This is an optimization exercise on Yosys and OpenROAD, whose aim is small area, not a production implementation. The RTL was checked by simulation tests, not by an equivalence proof against the original design. No driver is modelled on the clock port, so clock power and skew are understated where the tree is cut down; a real chip needs a root buffer or a tree.

## branch garnet
==> flow/design.v <==
module uart_rx
  #(parameter CLKS_PER_BIT = 104)
  (
   input             i_Clock,
   input             i_Rst,
   input             i_Rx_Serial,
   output reg [15:0] o_Rx_Byte,
   output reg        square_wave,
   output reg        pin1,
   output reg        pin2
   );
  reg       r_Rx_Data;
  reg [3:0] r_Phase;
  reg [6:0] r_Count;         
  reg [7:0] r_Byte;
  reg       r_Hi_Done;       
  reg [23:0] counter;
  reg [15:0] steps;          
  reg [15:0] store;          
  reg [15:0] quot;
  reg [15:0] rem;
  wire idle    = (r_Phase == 4'd0);
  wire start   = (r_Phase == 4'd1);
  wire data    = (r_Phase >= 4'd2) && (r_Phase <= 4'd9);
  wire slot8   = (r_Phase == 4'd10);
  wire stopb   = (r_Phase == 4'd11);
  wire cleanup = (r_Phase == 4'd12);
  wire c_zero = (r_Count == 7'd0);
  wire c_top  = r_Count[6] & r_Count[5] & r_Count[2] & r_Count[1] & r_Count[0];
  wire adv_start = start & c_zero;
  wire adv_bit   = (data | slot8 | stopb) & c_zero;
  wire upd       = stopb & c_top;        
  always @(posedge i_Clock) begin
    if (i_Rst) begin
      r_Rx_Data <= 1'b1;
      r_Phase   <= 4'd0;
      r_Hi_Done <= 1'b0;
    end else begin
      r_Rx_Data <= i_Rx_Serial;
      if (idle) begin
        if (!r_Rx_Data) r_Phase <= 4'd1;
      end else if (adv_start) begin
        r_Phase <= r_Rx_Data ? 4'd0 : 4'd2;
      end else if (adv_bit | cleanup) begin
        r_Phase <= cleanup ? 4'd0 : r_Phase + 4'd1;
      end
      if (slot8 & c_zero) r_Hi_Done <= ~r_Hi_Done;
    end
  end
  always @(posedge i_Clock)
    r_Count <= idle ? 7'd51 : c_zero ? 7'd103 : r_Count - 7'd1;
  always @(posedge i_Clock)
    if (data & c_zero) r_Byte <= {r_Rx_Data, r_Byte[7:1]};
  always @(posedge i_Clock) begin
    if (i_Rst)
      o_Rx_Byte <= 16'd0;
    else if (upd) begin
      if (r_Hi_Done) o_Rx_Byte[15:8] <= r_Byte;
      else           o_Rx_Byte[7:0]  <= r_Byte;
    end
  end
  localparam [31:0] DIVIDEND = 32'd1800000;
  wire [15:0] divisor = r_Hi_Done ? {o_Rx_Byte[15:8], r_Byte} : {r_Byte, o_Rx_Byte[7:0]};
  wire        nbit    = ~r_Count[6] & ~r_Count[5] & DIVIDEND[r_Count[4:0]];
  wire [16:0] trial   = {rem, nbit};
  wire [17:0] borrow;
  wire [16:0] diff;
  assign borrow[0] = 1'b0;
  genvar gi;
  generate
    for (gi = 0; gi < 17; gi = gi + 1) begin : g_sub
      wire dv = (gi < 16) ? divisor[gi] : 1'b0;
      assign diff[gi]     = trial[gi] ^ dv ^ borrow[gi];
      assign borrow[gi+1] = (~trial[gi] & dv) | (~trial[gi] & borrow[gi]) | (dv & borrow[gi]);
    end
  endgenerate
  wire        qbit    = ~borrow[17];
  always @(posedge i_Clock) begin
    rem  <= slot8 ? (qbit ? diff[15:0] : trial[15:0]) : 16'd0;
    quot <= {quot[14:0], qbit};
    if (upd) store <= quot;
  end
  localparam [15:0] STEPS_SEED = 16'hFFFF;
  localparam [15:0] STEPS_STOP = 16'h9097;   
  wire rpm_zero = (o_Rx_Byte == 16'd0);
  wire [4:0] rl = o_Rx_Byte[4:0];
  wire rpm_small = (o_Rx_Byte[15:5] == 11'd0) && (rl != 5'd0) && (rl < 5'd28);
  wire [4:0] half_top =
      !rpm_small   ? 5'd0  :
      (rl == 5'd1) ? 5'd27 :
      (rl == 5'd2) ? 5'd13 :
      (rl == 5'd3) ? 5'd9  :
      (rl == 5'd4) ? 5'd6  :
      (rl == 5'd5) ? 5'd5  :
      (rl == 5'd6) ? 5'd4  :
      (rl <= 5'd9) ? 5'd3  :
      (rl <= 5'd13) ? 5'd2 : 5'd1;
  wire [20:0] half = {half_top, store};
  wire [21:0] cb;
  assign cb[0] = 1'b0;
  generate
    for (gi = 0; gi < 21; gi = gi + 1) begin : g_cmp
      assign cb[gi+1] = (~counter[gi] & half[gi]) | (~(counter[gi] ^ half[gi]) & cb[gi]);
    end
  endgenerate
  wire ge = rpm_zero ? (&counter)
                     : ((|counter[23:21]) | ~cb[21]);
  wire stop = (steps == STEPS_STOP);
  wire ev   = ge & ~stop;
  wire hi7  = (upd & r_Hi_Done) ? r_Byte[7] : o_Rx_Byte[15];
  always @(posedge i_Clock) begin
    if (i_Rst) begin
      counter     <= 24'd0;
      steps       <= STEPS_SEED;
      square_wave <= 1'b1;
      pin1        <= 1'b0;
      pin2        <= 1'b0;
    end else begin
      counter <= ev ? 24'd0 : counter + 24'd1;
      if (ev) begin
        square_wave <= ~square_wave;
        pin1        <= hi7;
        pin2        <= ~hi7;
        if (square_wave)
          steps <= {steps[14:0], steps[15] ^ steps[14] ^ steps[12] ^ steps[3]};
      end
    end
  end
endmodule
==> flow/config.mk <==
export PLATFORM = sky130hd
export DESIGN_NAME = uart_rx
export DESIGN_NICKNAME = uart_rx
export VERILOG_FILES = /design/flow/design.v
export SDC_FILE = /design/flow/constraint.sdc
export NUM_CORES = 4
export LEC_CHECK = 0
export CAP_MARGIN = 20
export CORE_MARGIN = 2
export CORE_UTILIZATION = 40
export GPL_TIMING_DRIVEN = 0
export SLEW_MARGIN = 20
==> flow/constraint.sdc <==
create_clock -name core_clock -period 100.0 [get_ports {i_Clock}]
set_input_delay 20.0000 -clock core_clock [delete_from_list [all_inputs] [get_ports {i_Clock}]]
set_output_delay 20.0000 -clock core_clock [all_outputs]
set_load 0.01 [all_outputs]
standard.sh (not shown) runs the stock make flow with config.mk's settings and CLKGATE_MAP_FILE= SYNTH_SCRIPT=/design/flow/synth_recipe.tcl, a recipe that flattens the netlist after the stock synthesis.
==> flow/flow/run.sh <==
#!/bin/bash
set -euo pipefail
here=$(pwd)

python3 "$here/flow/make_synth.py" "$here" "$FLOW_HOME"
sed -e 's#SYNTH_SCRIPT=[^ ]*#SYNTH_SCRIPT='"$here"'/synth_recipe_multi.tcl ADDER_MAP_FILE=#' \
  "$here/standard.sh" > "$here/standard_custom.sh"
grep -q "synth_recipe_multi.tcl ADDER_MAP_FILE=" "$here/standard_custom.sh"

export PRE_CTS_TCL=$here/flow/cts_hook.tcl
export MCTS_NBUF=6
export MCTS_BCELL=sky130_fd_sc_hd__inv_8
export MCTS_RCELL=sky130_fd_sc_hd__inv_12
export BUFFER_PORTS_ARGS="-buffer_cell sky130_fd_sc_hd__buf_1"
bash "$here/standard_custom.sh" > "$here/flow_make.log" 2>&1
==> flow/flow/cts_hook.tcl <==
# Manual clock buffering: the clock port drives one root buffer, which drives
# nbuf leaf buffers (or the registers directly when nbuf is 0); registers are
# split among the leaves by position.
# output pin of a buffer (X) or inverter (Y)
proc mcts_out {inst} {
  set it [$inst findITerm X]
  if {$it eq "NULL" || $it eq ""} { set it [$inst findITerm Y] }
  return $it
}

proc manual_cts {nbuf bcell {rcell sky130_fd_sc_hd__clkbuf_16}} {
  set block [ord::get_db_block]
  set port_net [$block findNet i_Clock]
  set sinks {}
  foreach it [$port_net getITerms] {
    if {[$it isInputSignal]} { lappend sinks $it }
  }
  set master [[ord::get_db] findMaster $rcell]
  set root [odb::dbInst_create $block $master clkroot]
  set rnet [odb::dbNet_create $block clknet_root]
  $rnet setSigType CLOCK
  [$root findITerm A] connect $port_net
  [mcts_out $root] connect $rnet
  # centroid of sinks
  set n [llength $sinks]
  set sx 0; set sy 0
  foreach it $sinks {
    set b [[$it getInst] getBBox]
    set sx [expr {$sx + ([$b xMin] + [$b xMax]) / 2}]
    set sy [expr {$sy + ([$b yMin] + [$b yMax]) / 2}]
  }
  set cx [expr {$sx / $n}]; set cy [expr {$sy / $n}]
  $root setLocation $cx $cy
  $root setPlacementStatus PLACED
  if {$nbuf == 0} {
    foreach it $sinks { $it disconnect; $it connect $rnet }
    return
  }
  # split sinks into nbuf groups by angle around the centroid
  set lst {}
  foreach it $sinks {
    set b [[$it getInst] getBBox]
    set x [expr {([$b xMin] + [$b xMax]) / 2 - $cx}]
    set y [expr {([$b yMin] + [$b yMax]) / 2 - $cy}]
    lappend lst [list [expr {atan2($y, $x)}] $it $x $y]
  }
  set lst [lsort -real -index 0 $lst]
  set bm [[ord::get_db] findMaster $bcell]
  for {set k 0} {$k < $nbuf} {incr k} {
    set lo [expr {$k * $n / $nbuf}]; set hi [expr {($k + 1) * $n / $nbuf}]
    set buf [odb::dbInst_create $block $bm clkleaf_$k]
    set net [odb::dbNet_create $block clknet_leaf_$k]
    $net setSigType CLOCK
    [$buf findITerm A] connect $rnet
    [mcts_out $buf] connect $net
    set gx 0; set gy 0
    for {set i $lo} {$i < $hi} {incr i} {
      set e [lindex $lst $i]
      set it [lindex $e 1]
      $it disconnect; $it connect $net
      set gx [expr {$gx + [lindex $e 2]}]; set gy [expr {$gy + [lindex $e 3]}]
    }
    set m [expr {$hi - $lo}]
    $buf setLocation [expr {int($cx + $gx / $m)}] [expr {int($cy + $gy / $m)}]
    $buf setPlacementStatus PLACED
  }
}

# ORFS's cts.tcl calls clock_tree_synthesis after this hook; build the tree
# by hand instead (one root buffer, a few leaf buffers).
rename clock_tree_synthesis tritoncts_unused
proc clock_tree_synthesis {args} {
  manual_cts $::env(MCTS_NBUF) $::env(MCTS_BCELL) $::env(MCTS_RCELL)
}
Other scripts of this flow, unchanged in this note and not shown: flow/flow/abc_a.script, flow/flow/abc_b.script, flow/flow/abc_c.script, flow/flow/abc_d.script, flow/flow/abc_e.script, flow/flow/abc_f.script, flow/flow/abc_g.script, flow/flow/abc_h.script, flow/flow/abc_i.script, flow/flow/abc_j.script, flow/flow/make_synth.py
Input changes introduced in branch zinc (baseline for comparison: branch garnet):
-- flow/flow/run.sh --
<<< branch garnet, line 11
export MCTS_NBUF=6
>>> branch zinc, line 11
export MCTS_NBUF=5
-- flow/flow/cts_hook.tcl --
<<< branch garnet, line 1
# Manual clock buffering: the clock port drives one root buffer, which drives
# nbuf leaf buffers (or the registers directly when nbuf is 0); registers are
# split among the leaves by position.
>>> branch zinc, line 1
# Manual clock tree: the clock port drives one root cell (a buffer or an
# inverter), which drives nbuf leaf cells of the same kind (or the registers
# directly when nbuf is 0); the registers are split among the leaves by their
# angle around the registers' centroid, and each leaf sits at the centroid of
# its registers.
-- flow/config.mk --
<<< branch garnet, line 8
export CAP_MARGIN = 20
>>> branch zinc, line 8
export CAP_MARGIN = 0
<<< branch garnet, line 10
export CORE_UTILIZATION = 40
>>> branch zinc, line 10
export CORE_UTILIZATION = 65
<<< branch garnet, line 12
export SLEW_MARGIN = 20
>>> branch zinc, line 12
export SLEW_MARGIN = 0
--- outcome ---
Status | branch garnet and branch zinc | clean. Between branch zinc and branch garnet, it is branch zinc whose global-route usage is higher, by 6.7 points. The non-clock inverter total of the final layout in branch zinc was lower than what branch garnet gave. branch zinc contains more vias than branch garnet. Comparing branch garnet with branch zinc, the clock transition time at the flip-flop clock pins of the worst setup and hold paths came out essentially unchanged. The worst slew slack as a fraction of its limit number comes out lower for branch zinc vs branch garnet.
In every run of this note, the design's own scripts or RTL, not TritonCTS, make the clock network.

==> re-timing with driven ports <==
How much do the figures lean on ideal ports? The routed layouts below were timed once more, with nothing changed but the port constraints.
Step 1 sets driving cells, clkbuf_16 on the clock port and buf_2 on the other inputs (assumed; they add their load-dependent delay and slew).
Step 2 moves the port delays by t, midway between the first and last clock arrival at a register: inputs arrive t later, outputs are due t later. That takes back most of the time a late clock gives input paths.
Slacks: ideal ports / drivers / drivers and shift; pairs: ideal ports / drivers.
run	t, ns	setup slack, ns	clock arrival spread, ns	worst register clock-pin slew, ns	worst data-port slew with drivers (ns)
branch garnet	0.226	78.528 / 78.567 / 78.342	0.010 / 0.009	0.11 / 0.11	0.03
branch zinc	0.224	78.220 / 78.257 / 78.033	0.016 / 0.016	0.12 / 0.12	0.03
After both steps setup and hold are still met in every run listed. For branch zinc, which loses most, drivers alone change the setup slack by +0.037 ns; drivers and shift together by -0.187 ns.
